Context: an optimization exercise on an open-source flow, tuned for small area and a short achievable clock period. The choices shown serve that exercise and are no tape-out recipe.
Function was checked by simulation only, so behaviour that the tests miss may differ from the original.

## flow/design.v (module list and top-level ports; edited modules follow where they fit)
// module booth_enc: 28 lines
// module mult: 1134 lines
// module mult_res: 122 lines
// module mult_top: 65 lines
module mult_top(
	input 							clk,
	input							rst_n,
	input							pipe_flush,
	input 			[32-1:0] 	mcand,
	input 			[32-1:0] 	mplier,
	input 			[4:0]	 		func,
	output logic 	[32-1:0] 	result
);
  // ...
==> flow/flow/run.sh <==
#!/bin/bash
# Layout flow: the standard ORFS flow (standard.sh, standard synthesis
# unchanged), with two changes made through ORFS's own variables:
#  - input and output ports are buffered with buf_2 (BUFFER_PORTS_ARGS);
#  - after the placement resize step, the drivers of high-fanout nets are
#    and of nets whose slew is over 0.45 ns are given a stronger drive
#    strength of the same cell (flow/upsize.tcl,
#    run as ORFS's POST_RESIZE_TCL hook).
# Each make run's full output goes to a log file in the work folder; ORFS's
# per-step logs are under orfs/logs/.
set -euo pipefail
W=$(pwd)
bash standard.sh synth > "$W/log_synth.txt" 2>&1
bash standard.sh "BUFFER_PORTS_ARGS=-buffer_cell sky130_fd_sc_hd__buf_2" \
  POST_RESIZE_TCL="$W/flow/upsize.tcl" finish > "$W/log_layout.txt" 2>&1
==> flow/flow/upsize.tcl <==
# Upsize (drive strength only, same function and footprint family) the drivers
# of high-fanout or slow-slewing nets.
set lib_cells {}
foreach lc [get_lib_cells */*] { dict set lib_cells [get_name $lc] 1 }
proc next_size {master lib_cells} {
  if {![regexp {^(sky130_fd_sc_hd__[a-z0-9]+)_([0-9]+)$} $master -> base drv]} { return "" }
  foreach d {1 2 4} {
    if {$d > $drv && [dict exists $lib_cells ${base}_$d]} { return ${base}_$d }
  }
  return ""
}
set total 0
for {set pass 0} {$pass < 3} {incr pass} {
  set n 0
  foreach inst [get_cells *] {
    set master [get_property $inst ref_name]
    if {[string match "*tap*" $master] || [string match "*fill*" $master] || [string match "*clkbuf*" $master] || [string match "*conb*" $master]} { continue }
    set worst 0.0
    set fo 0
    foreach pin [get_pins -of_objects $inst -filter "direction == output"] {
      set s [get_property $pin slew_max]
      if {$s > $worst} { set worst $s }
      set net [get_nets -quiet -of_objects $pin]
      if {$net ne ""} {
        set c [llength [get_pins -quiet -of_objects $net -filter "direction == input"]]
        if {$c > $fo} { set fo $c }
      }
    }
    set want 0
    if {$fo >= 14} { set want 4 } elseif {$fo >= 6} { set want 2 }
    regexp {_([0-9]+)$} $master -> drv
    if {$drv < $want || $worst > 0.45} {
      set nm [next_size $master $lib_cells]
      if {$nm ne ""} { replace_cell $inst $nm; incr n }
    }
  }
  incr total $n
  puts "upsize pass $pass: resized $n instances"
  if {$n == 0} { break }
}
puts "upsize: resized $total instances in all"
==> flow/standard.sh <==
#!/bin/bash
# synth_recipe.tcl (not shown) runs the flow's synth.tcl, then flattens the netlist and writes it again
# the make line also repeats each setting of config.mk as NAME=value (left out here)
make -C /OpenROAD-flow-scripts/flow DESIGN_CONFIG=/design/flow/config.mk WORK_HOME=/design/flow/orfs CLKGATE_MAP_FILE= SYNTH_SCRIPT=/design/flow/synth_recipe.tcl "${@:-finish}"
==> flow/config.mk <==
export PLATFORM = sky130hd
export DESIGN_NAME = mult_top
export DESIGN_NICKNAME = mult_top
export VERILOG_FILES = /design/flow/design.v
export SDC_FILE = /design/flow/constraint.sdc
export NUM_CORES = 4
export LEC_CHECK = 0
export ABC_AREA = 1
export CAP_MARGIN = 20
export CORE_MARGIN = 2
export CORE_UTILIZATION = 30
export PLACE_DENSITY = 0.45
export SLEW_MARGIN = 20
==> flow/constraint.sdc <==
create_clock -name core_clock -period 13.0 [get_ports {clk}]
set_input_delay 2.6000 -clock core_clock [delete_from_list [all_inputs] [get_ports {clk}]]
set_output_delay 2.6000 -clock core_clock [all_outputs]
set_load 0.01 [all_outputs]
==> impl_metrics.env, run 1 <==
export IMPL_r2r_end="s0_d1[3]$_DFF_P_"
export IMPL_timing_rr_start="neg_d0[4]$_DFF_P_"
export IMPL_worst_slew_pin_slew_ps=664
export IMPL_synth_top_family_by_area="adder cells"
export IMPL_drc=0
export IMPL_rows=112
export IMPL_final_util_pct=32.5
export IMPL_seq_area_share_pct=11.6
export IMPL_status="no timing/DRC/antenna violations"
export IMPL_synth_top_area_share_pct=21.5
export IMPL_wire_per_inst_um=26.7
export IMPL_path_cells="buf_4 > clkinv_2 > xor2_1 > fa_1 > inv_1 > fa_1 > fa_1 > fa_1 > fa_1 > inv_1 > fa_1 > nand2_1 > inv_1 > ha_1 > fa_1"
export IMPL_min_to="valid_d1$_DFF_PN0_"
export IMPL_area_delta_synth_final_pct=7.55
export IMPL_ys_flop_type="dfxtp_1"
export IMPL_synth_cell_type_count=44
export IMPL_rr_worst_depth=15
export IMPL_gr_total_overflow=0
export IMPL_synth_seq_cells=174
export IMPL_drv_slew=0
export IMPL_timing_hold_ws_ps=466
export IMPL_syn_cell_area_um2=28100
export IMPL_routed_top_layer="met5"
export IMPL_clk_pin_slew_ps=80
export IMPL_setup_slack_ps=7730
export IMPL_dr_wl_met3_um=16200
==> run 2: changes to the inputs <==
--- a/flow/design.v
+++ b/flow/design.v
@@ -1103,20 +1103,20 @@
 	wire s1061 = 1'b1 ^ pp383 ^ c1060;
 	wire c1062 = (1'b1 & pp383) | (1'b1 & c1060) | (pp383 & c1060);
 	wire s1063 = 1'b1 ^ pp384 ^ c1062;
 	wire c1064 = (1'b1 & pp384) | (1'b1 & c1062) | (pp384 & c1062);
 	wire [63:0] px = {s1063, s1061, c1058, s1057, s1053, c1046, c1040, s1039, c1028, c1020, s1019, c1004, s1003, c984, c974, c962, c950, c938, c924, c910, c896, c880, c864, c848, c830, c812, c794, c774, c754, c734, c714, c694, c674, c654, c636, s633, c600, c584, c568, c552, c538, c524, c510, c498, c486, s485, c464, s463, c444, s443, s435, c420, s419, s413, s407, c398, s397, s393, s389, s387, s385, pp3, pp2, pp1};
 	wire [63:0] py = {1'b0, 1'b0, s1059, 1'b0, 1'b0, s1049, s1045, 1'b0, s1033, s1027, 1'b0, s1011, 1'b0, s993, s983, s973, s961, s949, s937, s923, s909, s895, s879, s863, s847, s829, s811, s793, s773, s753, s733, s713, s693, s673, s653, s635, s617, s599, s583, s567, s551, s537, s523, s509, s497, 1'b0, s473, 1'b0, s453, 1'b0, 1'b0, s427, 1'b0, 1'b0, 1'b0, s401, 1'b0, 1'b0, 1'b0, 1'b0, 1'b0, 1'b0, 1'b0, neg_q[0]};
 	wire [31:0] xs = hi_q ? px[63:32] : px[31:0];
 	wire [31:0] ys = hi_q ? py[63:32] : py[31:0];
-	wire [20:0] low_sum = {1'b0, px[19:0]} + {1'b0, py[19:0]};
-	wire [12:0] mid_sum = {1'b0, px[31:20]} + {1'b0, py[31:20]};
-	wire mid_p = &(px[31:20] ^ py[31:20]);
-	assign c_n = {hi_q & mid_sum[12], hi_q & mid_p, low_sum[20]};
+	wire [16:0] low_sum = {1'b0, px[15:0]} + {1'b0, py[15:0]};
+	wire [16:0] mid_sum = {1'b0, px[31:16]} + {1'b0, py[31:16]};
+	wire mid_p = &(px[31:16] ^ py[31:16]);
+	assign c_n = {hi_q & mid_sum[16], hi_q & mid_p, low_sum[16]};
 	wire [2:0] bs0 = {1'b0, xs[1:0]} + {1'b0, ys[1:0]};
 	assign s0_n[1:0] = bs0[1:0];
 	assign g_n[0] = bs0[2];
 	wire [2:0] bs1 = {1'b0, xs[3:2]} + {1'b0, ys[3:2]};
 	assign s0_n[3:2] = bs1[1:0];
 	assign g_n[1] = bs1[2];
 	wire [2:0] bs2 = {1'b0, xs[5:4]} + {1'b0, ys[5:4]};
 	assign s0_n[5:4] = bs2[1:0];
==> flow/flow/run.sh (replaced) <==
#!/bin/bash
set -euo pipefail
W=$(pwd)
bash standard.sh synth > "$W/log_synth.txt" 2>&1
bash standard.sh "BUFFER_PORTS_ARGS=-buffer_cell sky130_fd_sc_hd__buf_2" \
  POST_RESIZE_TCL="$W/flow/upsize.tcl" SETUP_SLACK_MARGIN=7.75 finish > "$W/log_layout.txt" 2>&1
==> run 2 against run 1 <==
Against the previous run: cell count fell by 0.24%; via count rose by 0.62%; worst hold slack barely moved; sequential share of layout area barely moved; largest cell class unchanged; maximum frequency rose by 1.5%; flip-flop and latch count did not move; critical path depth rose by 3; routed wire length rose by 0.59%.
==> impl_metrics.env, run 2 <==
export IMPL_slew_headroom_pct=56.0
export IMPL_ys_top_cells_by_count="o22ai_1 (662), inv_1 (575), nand2_1 (446)"
export IMPL_clk_latency_ps=520
export IMPL_num_vias=27600
export IMPL_rsz0062_at_grt="true"
export IMPL_drv_cap=0
export IMPL_setup_tns_ps=0
export IMPL_slowest_stage="fa_1"
export IMPL_fin_crit_ps=5200
export IMPL_avgSynthCellArea_um2=7.38
export IMPL_required_ps=13380
export IMPL_drt_pass1_iter_count=6
export IMPL_fmax_mhz=192
export IMPL_clkSinkCount=174
export IMPL_max_stage_delay_ps=560
export IMPL_seq_area_frac_synth_pct=12.4
export IMPL_wire_per_inst_um=27.0
export IMPL_status="no timing/DRC/antenna violations"
export IMPL_post_synth_top_count_cell="o22ai_1"
export IMPL_final_common_cell="o22ai_1"
export IMPL_nets=4213
export IMPL_path_class="reg -> reg"
export IMPL_grt_pass1_wl_um=194000
export IMPL_final_hold_viol_count=0
export IMPL_gp_congestion=0.980
export IMPL_root_buffer="clkbuf_16"
export IMPL_via_per_inst=5.55
export IMPL_drt_total_wl_um=134000
export IMPL_clk_pin_slew_ps=90
export IMPL_area_delta_synth_final_pct=7.61
export IMPL_ys_warn_count=1
export IMPL_cts_tree="done"
export IMPL_drc=0
export IMPL_end_kind="register"
export IMPL_fin_skew_ps=22.2
export IMPL_ys_flop_type="dfxtp_1"
export IMPL_grt_antenna_before_repair=2
export IMPL_synth_edf_count=0
export IMPL_gr_total_overflow=0
export IMPL_rr_worst_depth=18
export IMPL_async_flop_share_pct=1.15
export IMPL_rows=112
export IMPL_post_dp_hpwl_um=95000
export IMPL_htree_levels=4
export IMPL_mostFrequentLayoutCells="o22ai_1 (662), inv_1 (530), nand2_1 (446)"
export IMPL_post_cts_buffers=0
export IMPL_die_area_um2=96100
export IMPL_setup_viol=0
export IMPL_ioPinCount=104
export IMPL_die_w_um=310
export IMPL_portBuffers=103
export IMPL_finalCritPeriodShare_pct=40.0
export IMPL_final_area_um2=30200
export IMPL_crit_fanout=32
export IMPL_synth_seq_cells=174
export IMPL_critPathMostFrequentCell="fa_1"
export IMPL_clockBufferDepth=2
export IMPL_critPathArrivalTime_ps=5580
export IMPL_synth_top_area_cell="fa_1"
export IMPL_worst_slew_pin_slew_ps=660
export IMPL_hold_depth=2
export IMPL_syn_inst=3809
export IMPL_grt_max_degree=63
export IMPL_min_path_type="reg -> reg"
export IMPL_synth_nets=4316
export IMPL_drv_slew=0
export IMPL_synth_top_area_share_pct=21.5
export IMPL_syn_cell_area_um2=28100
export IMPL_reg_largest_list="a3_d0 (33), a_d0 (33), s0_d1 (32)"
export IMPL_dieHeight_um=310
export IMPL_num_antenna_cells=0
export IMPL_synthTopCellsByArea="fa_1 (22%), o22ai_1 (15%), xor2_1 (12%)"
export IMPL_ant_nets=0
export IMPL_path_cells="inv_1 > buf_4 > o22ai_1 > nor2_1 > xor2_1 > fa_1 > inv_1 > fa_1 > fa_1 > fa_1 > inv_1 > fa_1 > inv_1 > fa_1 > nand2_1 > nand2_1 > ha_1 > fa_1"
export IMPL_coreArea_um2=93000
export IMPL_start_kind="register"
export IMPL_drive_above_1_share_pct=9.84
export IMPL_initial_utilization_pct=30.2
export IMPL_drt_iter0_markers=3436
export IMPL_synth_cell_type_count=48
export IMPL_reg2reg_slack_ps=7800
export IMPL_cts_buffers=17
export IMPL_grt_pass1_vias=27100
export IMPL_track_usage_pct=27.8
export IMPL_place_area_um2=29500
-- run 2: worst max-delay path: cells and delay by family (launching register included) --
family	cells	cell delay, ps
AOI/OAI and AO/OA	1	130
xor gates and xnor gates	1	130
adders and majority gates	8	3330
buffers and inverters	5	680
DFF	1	390
and+or+nand+nor	3	380
-- run 2: worst paths after layout --
check	end	start
min	valid_d1$_DFF_PN0_	valid_d0$_DFF_PN0_
max reg2reg	s0_d1[9]$_DFF_P_	s2_d0[4]$_DFF_P_
min reg2reg	valid_d1$_DFF_PN0_	valid_d0$_DFF_PN0_
max in group asynchronous	valid_d1$_DFF_PN0_	rst_n
min in group asynchronous	valid_d0$_DFF_PN0_	rst_n
max	s0_d1[9]$_DFF_P_	s2_d0[4]$_DFF_P_
-- run 2: stage by stage --
step,utilization (%),std cells,hold slack [ps],setup WS (ps)
floorplan,-,3809,434,8430
global placement,31.5,4940,441,7650
detailed placement,31.7,4941,446,7770
CTS,32.4,4973,476,7750
global route,32.5,4973,513,7700
finish,32.5,4973,466,7800
-- run 2: logic make-up after synthesis --
group	share of synthesized area, %
fa+ha+maj	27.4
mux	0.142
simple gates	14.5
flops	12.4
buf+inv	13.5
compound gates	18.1
xor+xnor	13.8
-- run 2: cell type report --
cell class              count  area (µm²)
fillers                 10200       62800
multi-input cells        2718       20900
flip-flops and latches    174        3510
inverters                 594        2310
well taps                1254        1570
repair buffers            201        1300
clock buffers              17         425
clock inverters            15         211
-- run 2: per-layer routing --
| layer | global-route usage (%) | share of wire [%] | vias up |
|---|---|---|---|
| met4 | 16.6 | 6.7 | 4 |
| met5 | 0 | 0.025 | - |
| met1 | 36.0 | 40 | 13200 |
| li1 | - | - | 12200 |
| met2 | 40.5 | 41 | 1849 |
| met3 | 8.64 | 12 | 396 |
-- run 2: repair_timing --
action,CTS,global route
pin swaps,0,0
cloned,0,0
hold buffers,0,0
resized for setup,2,15
setup endpoints to repair,8,9
==> run 3: changes to the inputs <==
==> flow/flow/run.sh (replaced) <==
#!/bin/bash
# Layout flow: the standard ORFS flow (standard.sh, standard synthesis
# unchanged), with these changes made through ORFS's own variables and step
# hooks:
#  - after floorplan, full adders whose polarity leaves inverters between
#    them are flipped (a full adder inverted at all three inputs gives both
#    outputs inverted), which removes those inverters without changing the
#    logic (flow/faflip.tcl, ORFS's POST_FLOORPLAN_TCL hook);
#  - input and output ports are buffered with buf_2 (BUFFER_PORTS_ARGS);
#  - after the placement resize step, the drivers of high-fanout nets and of
#    nets whose slew is over 0.45 ns get a stronger drive strength of the
#    same cell (flow/upsize.tcl, ORFS's POST_RESIZE_TCL hook);
set -euo pipefail
W=$(pwd)
bash standard.sh synth > "$W/log_synth.txt" 2>&1
bash standard.sh "BUFFER_PORTS_ARGS=-buffer_cell sky130_fd_sc_hd__buf_2" \
  POST_FLOORPLAN_TCL="$W/flow/faflip.tcl" \
  POST_RESIZE_TCL="$W/flow/upsize.tcl" SETUP_SLACK_MARGIN=7.9 finish > "$W/log_layout.txt" 2>&1
==> flow/flow/faflip.tcl (new file) <==
# Full-adder polarity: a full adder is self-dual (inverting its three inputs
# inverts both outputs). Synthesis leaves many inverters between full adders;
# flipping a full adder's polarity where that removes more inverters than it
# adds keeps the logic the same and saves those inverters.
set db [ord::get_db]
set block [ord::get_db_block]
set ::inv_master [$db findMaster sky130_fd_sc_hd__inv_1]
set ::faflip_n 0

proc is_inv {inst} {
  set m [[$inst getMaster] getName]
  return [regexp {^sky130_fd_sc_hd__(clk)?inv_[0-9]+$} $m]
}
proc is_fa {inst} {
  return [regexp {^sky130_fd_sc_hd__fa_[0-9]+$} [[$inst getMaster] getName]]
}
proc out_iterm {inst} {
  foreach it [$inst getITerms] { if {[$it isOutputSignal]} { return $it } }
  return ""
}
proc in_iterm {inst} {
  foreach it [$inst getITerms] { if {[$it isInputSignal]} { return $it } }
  return ""
}
proc net_driver {net} {
  foreach it [$net getITerms] { if {[$it isOutputSignal]} { return [$it getInst] } }
  return ""
}
proc net_loads {net} {
  set l {}
  foreach it [$net getITerms] { if {[$it isInputSignal]} { lappend l $it } }
  return $l
}
proc has_bterm {net} { return [expr {[llength [$net getBTerms]] > 0}] }

# gain of flipping fa: inverters removed minus inverters added
proc flip_gain {fa} {
  set g 0
  foreach p {A B CIN} {
    set net [[$fa findITerm $p] getNet]
    set d [net_driver $net]
    if {$d ne "" && [is_inv $d]} {
      set in [[in_iterm $d] getNet]
      # inverter removable if the fa is its only load
      if {[llength [net_loads $net]] == 1 && ![has_bterm $net]} { incr g } 
      # else no inverter added or removed
    } else { incr g -1 }
  }
  foreach p {SUM COUT} {
    set net [[$fa findITerm $p] getNet]
    if {$net eq "NULL" || $net eq ""} { continue }
    if {[has_bterm $net]} { incr g -1; continue }
    set ninv 0; set nother 0
    foreach l [net_loads $net] {
      set li [$l getInst]
      if {[is_inv $li] && ![has_bterm [[out_iterm $li] getNet]]} { incr ninv } else { incr nother }
    }
    incr g $ninv
    if {$nother > 0} { incr g -1 }
  }
  return $g
}

proc new_inv {block src_net} {

  incr ::faflip_n
  set name "faflip_inv_$::faflip_n"
  set inst [odb::dbInst_create $block $::inv_master $name]
  set net [odb::dbNet_create $block "faflip_net_$::faflip_n"]
  [$inst findITerm A] connect $src_net
  [$inst findITerm Y] connect $net
  return $net
}

proc do_flip {block fa} {
  # inputs
  foreach p {A B CIN} {
    set it [$fa findITerm $p]
    set net [$it getNet]
    set d [net_driver $net]
    if {$d ne "" && [is_inv $d]} {
      set src [[in_iterm $d] getNet]
      $it disconnect
      $it connect $src
      if {[llength [net_loads $net]] == 0 && ![has_bterm $net]} {
        odb::dbInst_destroy $d
        odb::dbNet_destroy $net
      }
    } else {
      set nn [new_inv $block $net]
      $it disconnect
      $it connect $nn
    }
  }
  # outputs: the pin now carries the complement
  foreach p {SUM COUT} {
    set it [$fa findITerm $p]
    set net [$it getNet]
    if {$net eq "NULL" || $net eq ""} { continue }
    set others {}
    set invs {}
    foreach l [net_loads $net] {
      set li [$l getInst]
      if {[is_inv $li] && ![has_bterm [[out_iterm $li] getNet]]} { lappend invs $li } else { lappend others $l }
    }
    if {[has_bterm $net]} {
      # keep the port net carrying the old value: move the fa output to a new net
      set nn [odb::dbNet_create $block "faflip_onet_[incr ::faflip_n]"]
      $it disconnect
      $it connect $nn
      set inst [odb::dbInst_create $block $::inv_master "faflip_inv_[incr ::faflip_n]"]
      [$inst findITerm A] connect $nn
      [$inst findITerm Y] connect $net
      continue
    }
    # loads that were inverters now read the fa output directly
    foreach li $invs {
      set onet [[out_iterm $li] getNet]
      foreach l [net_loads $onet] { $l disconnect; $l connect $net }
      odb::dbInst_destroy $li
      odb::dbNet_destroy $onet
    }
    if {[llength $others] > 0} {
      set nn [new_inv $block $net]
      foreach l $others { $l disconnect; $l connect $nn }
    }
  }
}

set before 0
foreach inst [$block getInsts] { if {[is_inv $inst]} { incr before } }
set total 0
for {set pass 0} {$pass < 6} {incr pass} {
  set n 0
  foreach inst [$block getInsts] {
    if {![is_fa $inst]} { continue }
    if {[flip_gain $inst] > 0} { do_flip $block $inst; incr n }
  }
  incr total $n
  if {$n == 0} { break }
}
set after 0
foreach inst [$block getInsts] { if {[is_inv $inst]} { incr after } }
puts "faflip: flipped $total full adders; inverters $before -> $after"
==> run 3 against run 2 <==
Against the previous run: flip-flop and latch count stayed put; highest routed layer unchanged; synthesized area stayed put; critical endpoint is now s0_d1[1]$_DFF_P_; routed wire length is 0.44% higher.
==> impl_metrics.env, run 3 <==
export IMPL_worst_slew_pin_slew_ps=703
export IMPL_die_area_um2=96100
export IMPL_fin_crit_ps=5000
export IMPL_ys_flop_type="dfxtp_1"
export IMPL_wire_per_inst_um=27.6
export IMPL_die_w_um=310
export IMPL_rr_worst_depth=16
export IMPL_startpoint="neg_d0[4]$_DFF_P_"
export IMPL_ys_top_cells_by_count="o22ai_1 (662), inv_1 (575), nand2_1 (446)"
export IMPL_area_delta_synth_final_pct=8.32
export IMPL_gp_congestion=0.975
export IMPL_grt_max_degree=63
export IMPL_post_synth_top_count_cell="o22ai_1"
export IMPL_clk_pin_slew_ps=100
export IMPL_rsz0062_at_grt="true"
export IMPL_dieHeight_um=310
export IMPL_required_ps=13380
export IMPL_avgSynthCellArea_um2=7.38
export IMPL_setup_tns_ps=0
export IMPL_synth_xor_area_share_pct=13.8
export IMPL_initial_utilization_pct=30.2
export IMPL_drv_cap=0
export IMPL_synth_nets=4316
export IMPL_drive_above_1_share_pct=11.2
export IMPL_ioPinCount=104
export IMPL_grt_pass1_vias=26700
export IMPL_num_vias=27500
export IMPL_min_path_type="reg -> reg"
export IMPL_root_buffer="clkbuf_16"
export IMPL_synth_compound_area_share_pct=18.1
export IMPL_syn_inst=3809
export IMPL_synthSimpleGateAreaFrac_pct=14.5
export IMPL_grt_antenna_before_repair=8
export IMPL_synth_adder_area_share_pct=27.4
export IMPL_synthMuxAreaShare_pct=0.142
export IMPL_coreArea_um2=93000
export IMPL_cts_tree="done"
export IMPL_reg_largest_list="a3_d0 (33), a_d0 (33), s0_d1 (32)"
export IMPL_synth_edf_count=0
export IMPL_async_flop_share_pct=1.15
export IMPL_finalCritPeriodShare_pct=38.5
export IMPL_cts_buffers=17
export IMPL_drc=0
export IMPL_reg2reg_slack_ps=8000
export IMPL_path_class="reg -> reg"
export IMPL_drv_slew=0
export IMPL_synth_top_area_cell="fa_1"
export IMPL_setup_viol=0
export IMPL_htree_levels=4
export IMPL_synth_top_family_by_area="adder cells"
export IMPL_clk_latency_ps=520
export IMPL_drt_pass1_iter_count=8
export IMPL_syn_cell_area_um2=28100
export IMPL_track_usage_pct=27.8
export IMPL_cts_hold_buf=0
export IMPL_num_fill_cells=10100
export IMPL_final_common_cell="o22ai_1"
export IMPL_synth_top_area_share_pct=21.5
export IMPL_clkSinkCount=174
export IMPL_ys_warn_count=1
export IMPL_synthTopCellsByArea="fa_1 (22%), o22ai_1 (15%), xor2_1 (12%)"
export IMPL_rows=112
export IMPL_min_from="valid_d0$_DFF_PN0_"
export IMPL_grt_pass1_wl_um=193000
export IMPL_portBuffers=103
export IMPL_gr_total_overflow=0
export IMPL_drt_total_wl_um=135000
export IMPL_end_kind="register"
export IMPL_crit_fanout=13
export IMPL_post_dp_hpwl_um=91800
export IMPL_hold_depth=2
export IMPL_synth_cell_type_count=48
export IMPL_synth_seq_cells=174
export IMPL_seq_area_frac_synth_pct=12.4
export IMPL_via_per_inst=5.63
export IMPL_drt_iter0_markers=3750
export IMPL_clockBufferDepth=2
export IMPL_ant_nets=0
export IMPL_fin_skew_ps=28.9
export IMPL_nets=4115
export IMPL_slew_headroom_pct=53.1
export IMPL_final_hold_viol_count=0
export IMPL_critPathArrivalTime_ps=5380
export IMPL_timing_rr_start="neg_d0[4]$_DFF_P_"
export IMPL_status="no timing/DRC/antenna violations"
export IMPL_fmax_mhz=200
export IMPL_start_kind="register"
export IMPL_mostFrequentLayoutCells="o22ai_1 (662), nand2_1 (445), nor2_1 (440)"
[run 3: critical path: stages (launching register included)]
cell and delay (ps):
dfxtp_4 430, buf_12 220, inv_1 180, buf_4 260, xor2_1 220, fa_1 490
inv_1 50, fa_1 420, fa_1 430, fa_1 490, fa_1 500, inv_1 40
ha_1 260, nand2_1 60, o21ai_0 100, ha_1 250, fa_1 420
[run 3: layer usage]
| layer | vias to the layer above | GRT usage, % | part of all wire [%] |
|---|---|---|---|
| met5 | - | 0 | 0.048 |
| met4 | 10 | 15.8 | 6.4 |
| met3 | 468 | 11.5 | 14 |
| met2 | 1891 | 39.7 | 41 |
| met1 | 13100 | 35.1 | 39 |
| li1 | 12000 | - | - |
[run 3: metrics by stage]
stage                     util, %  hold WS, ps  setup slack [ps]  instances  cell area, µm²
final                        32.7          489              8000       4882           30400
after global routing         32.7          503              7870       4875           30400
after CTS                    32.1          491              7900       4865           29800
after detailed placement     31.4          447              7720       4833           29200
after global placement       31.2          445              7510       4833           29000
after floorplan                 -          434              8430       3809           28100
[run 3: kinds of logic (layout without fill, tap and decap cells)]
group           after synthesis  after routing
simple gates               1016           1016
compound gates              821            821
xor+xnor                    442            442
flops                       174            174
buf+inv                     917            729
mux                           4              4
fa+ha+maj                   435            435
other cells                   0              7
[run 3: path summary, 6_finish.rpt]
kind,to
setup / recovery,s0_d1[1]$_DFF_P_
hold / removal,valid_d1$_DFF_PN0_
setup reg to reg,s0_d1[1]$_DFF_P_
hold reg to reg,valid_d1$_DFF_PN0_
max in group asynchronous,valid_d1$_DFF_PN0_
min in group asynchronous,valid_d0$_DFF_PN0_
[run 3: area by class of cell]
cell class | instances | area [µm²] | share of cell area, %
timing repair buffer | 221 | 1850 | 6.06
clock buffer | 17 | 425 | 1.40
tap | 1254 | 1570 | 5.15
clock inverter | 15 | 185 | 0.608
inverter | 476 | 1880 | 6.16
antenna | 7 | 17.5 | 0.0575
multi-input combinational | 2718 | 21000 | 69.0
sequential | 174 | 3520 | 11.6
[run 3: what timing repair did]
item	CTS	global route
endpoints found under the setup margin	11	21
pin swaps	0	1
resized for setup	12	155
cloned	0	1
setup buffers	0	9
==> run 4: changes to the inputs <==
--- a/flow/config.mk
+++ b/flow/config.mk
@@ -9,5 +9,5 @@
 export CAP_MARGIN = 20
 export CORE_MARGIN = 2
 export CORE_UTILIZATION = 30
-export PLACE_DENSITY = 0.45
+export PLACE_DENSITY = 0.6
 export SLEW_MARGIN = 20
==> run 4 against run 3 <==
Against the previous run: worst hold slack worse by 25 ps; clock-buffer cell count grew 2; synthesized cell count stayed put; non-clock buffer count down 14; utilization shrank 0.31 points; register-to-register slack lost 20 ps; routed wire length shrank 7.8%; cell count shrank 0.39%; highest routed layer unchanged.
==> impl_metrics.env, run 4 <==
export IMPL_timing_hold_ws_ps=465
export IMPL_wire_per_inst_um=25.5
export IMPL_clk_pin_slew_ps=70
export IMPL_slowest_stage="fa_1"
export IMPL_required_ps=13380
export IMPL_track_usage_pct=25.6
export IMPL_grt_antenna_before_repair=1
export IMPL_min_path_type="reg -> reg"
export IMPL_post_synth_top_count_cell="o22ai_1"
export IMPL_ys_flop_type="dfxtp_1"
export IMPL_setup_slack_ps=7980
export IMPL_reg_largest_list="a3_d0 (33), a_d0 (33), s0_d1 (32)"
export IMPL_clkSinkCount=174
export IMPL_grt_pass1_vias=26700
export IMPL_ys_top_cells_by_count="o22ai_1 (662), inv_1 (575), nand2_1 (446)"
export IMPL_final_common_cell="o22ai_1"
export IMPL_cts_hold_buf=0
export IMPL_drt_total_wl_um=124000
export IMPL_timing_rr_start="neg_d0[10]$_DFF_P_"
export IMPL_die_area_um2=96100
export IMPL_final_hold_viol_count=0
export IMPL_ioPinCount=104
export IMPL_rows=112
export IMPL_min_from="valid_d0$_DFF_PN0_"
export IMPL_synth_edf_count=0
export IMPL_drt_pass1_iter_count=10
export IMPL_root_buffer="clkbuf_16"
export IMPL_slew_headroom_pct=47.9
export IMPL_syn_inst=3809
export IMPL_synth_top_area_cell="fa_1"
export IMPL_path_cells="buf_6 > clkinv_2 > buf_4 > xor2_1 > fa_1 > inv_1 > fa_1 > fa_1 > fa_1 > fa_1 > inv_1 > fa_1 > nand2_1 > inv_1 > ha_1 > fa_1"
export IMPL_dieHeight_um=310
export IMPL_nets=4102
export IMPL_coreArea_um2=93000
export IMPL_final_util_pct=32.4
export IMPL_clockBufferDepth=2
export IMPL_synth_nets=4316
export IMPL_clk_latency_ps=510
export IMPL_drv_slew=0
export IMPL_start_kind="register"
export IMPL_fin_skew_ps=21.2
export IMPL_status="no timing/DRC/antenna violations"
export IMPL_startpoint="neg_d0[10]$_DFF_P_"
export IMPL_setup_tns_ps=0
export IMPL_routed_top_layer="met5"
export IMPL_drc=0
export IMPL_initial_utilization_pct=30.2
export IMPL_syn_cell_area_um2=28100
export IMPL_grt_pass1_wl_um=181000
export IMPL_path_class="reg -> reg"
export IMPL_fin_crit_ps=5020
export IMPL_drt_iter0_markers=4420
export IMPL_critPathMostFrequentCell="fa_1"
export IMPL_crit_fanout=23
export IMPL_grt_max_degree=64
export IMPL_pre_cts_ws_ps=7920
export IMPL_critPathArrivalTime_ps=5390
export IMPL_htree_levels=4
export IMPL_num_vias=27800
export IMPL_drv_cap=0
export IMPL_met2RoutedLength_um=50200
export IMPL_finalCritPeriodShare_pct=38.6
export IMPL_mostFrequentLayoutCells="o22ai_1 (662), nand2_1 (444), nor2_1 (440)"
export IMPL_synth_cell_type_count=48
export IMPL_synth_top_area_share_pct=21.5
export IMPL_ant_nets=0
export IMPL_portBuffers=103
export IMPL_end_kind="register"
export IMPL_gp_congestion=1.04
export IMPL_via_per_inst=5.72
export IMPL_dr_wl_met3_um=19800
export IMPL_rsz0062_at_grt="true"
export IMPL_gr_total_overflow=0
export IMPL_async_flop_share_pct=1.15
export IMPL_seq_area_frac_synth_pct=12.4
export IMPL_cts_buffers=17
export IMPL_avgSynthCellArea_um2=7.38
export IMPL_drive_above_1_share_pct=10.5
export IMPL_max_stage_delay_ps=490
export IMPL_synth_seq_cells=174
export IMPL_worst_slew_pin_slew_ps=779
export IMPL_fmax_mhz=199
export IMPL_ys_warn_count=1
export IMPL_setup_viol=0
export IMPL_die_w_um=310
export IMPL_synthTopCellsByArea="fa_1 (22%), o22ai_1 (15%), xor2_1 (12%)"
export IMPL_wl_met1_um=44800
export IMPL_num_fill_cells=9992
export IMPL_area_delta_synth_final_pct=7.30
export IMPL_post_dp_hpwl_um=84800
export IMPL_hold_depth=2
export IMPL_cts_tree="done"
export IMPL_rr_worst_depth=16
-- run 4: critical path, delay by kind of cell (launching register included) --
family | cells | cell delay (ps)
buf+inv | 6 | 1170
simple gates | 1 | 80
flops | 1 | 340
fa+ha+maj | 8 | 3080
xor+xnor | 1 | 220
-- run 4: what timing repair did --
action	4_1_cts	5_1_grt
buffers inserted	0	3
resized for setup	5	112
pin swaps	0	3
endpoints found under the setup margin	5	26
cloned	0	1
-- run 4: through the flow --
| stage | cells | area (µm²) |
|---|---|---|
| final | 4863 | 30200 |
| after floorplan | 3809 | 28100 |
| after global routing | 4862 | 30200 |
| after detailed placement | 4826 | 29100 |
| after global placement | 4826 | 28900 |
| after CTS | 4858 | 29700 |
-- run 4: layer usage --
metal / GRT usage (%) / vias to the layer above
li1: - / 12000
met1: 30.7 / 12900
met2: 37.1 / 2308
met3: 12.4 / 574
met4: 14.4 / 2
met5: 0.455 / -
-- run 4: cell type report --
cell class | count | area, µm² | area share, %
sequential | 174 | 3510 | 11.7
inverter | 476 | 1870 | 6.19
tap | 1254 | 1570 | 5.20
clock buffer | 19 | 443 | 1.47
multi-input combinational | 2719 | 21000 | 69.6
clock inverter | 13 | 193 | 0.639
antenna | 1 | 2.50 | 0.00830
timing repair buffer | 207 | 1590 | 5.27
-- run 4: cell families after synthesis --
kind of cell	count (synthesis)	synth area share, %
and+or+nand+nor	1016	14.5
xor gates and xnor gates	442	13.8
DFF	174	12.4
AOI/OAI and AO/OA	821	18.1
buffers and inverters	917	13.5
adders and majority gates	435	27.4
muxes	4	0.142
-- run 4: worst paths after layout --
kind,to,slack (ps)
worst max-delay path,s0_d1[3]$_DFF_P_,7980
worst min-delay path,valid_d1$_DFF_PN0_,460
worst max register to register,s0_d1[3]$_DFF_P_,7980
worst min register to register,valid_d1$_DFF_PN0_,460
max in group asynchronous,valid_d1$_DFF_PN0_,11030
min in group asynchronous,valid_d0$_DFF_PN0_,1880

afterwards: timing with drivers on the ports:
The results above use ideal ports. As a check the final layouts listed here were re-extracted and re-timed, cells and wires unchanged. Step 1 assumes that a clkbuf_16 drives the clock port and a buf_2 every other input. Step 2, shift: input delay + t, output delay - t, t = (earliest + latest rising clock arrival at the registers) / 2. This alone moves slack from input paths to output paths. Three values: ideal ports, drivers, drivers and shift; two values: the first two.
run	t (ns)	slack for setup (ns)	worst setup path after step 2
run 1	0.577	7.728 / 7.728 / 7.728	register to register
run 2	0.573	7.804 / 7.804 / 7.804	register to register
run 3	0.577	7.999 / 7.978 / 7.999	register to register
run 4	0.563	7.984 / 7.984 / 7.984	register to register
After both steps setup and hold are still met in every run listed.
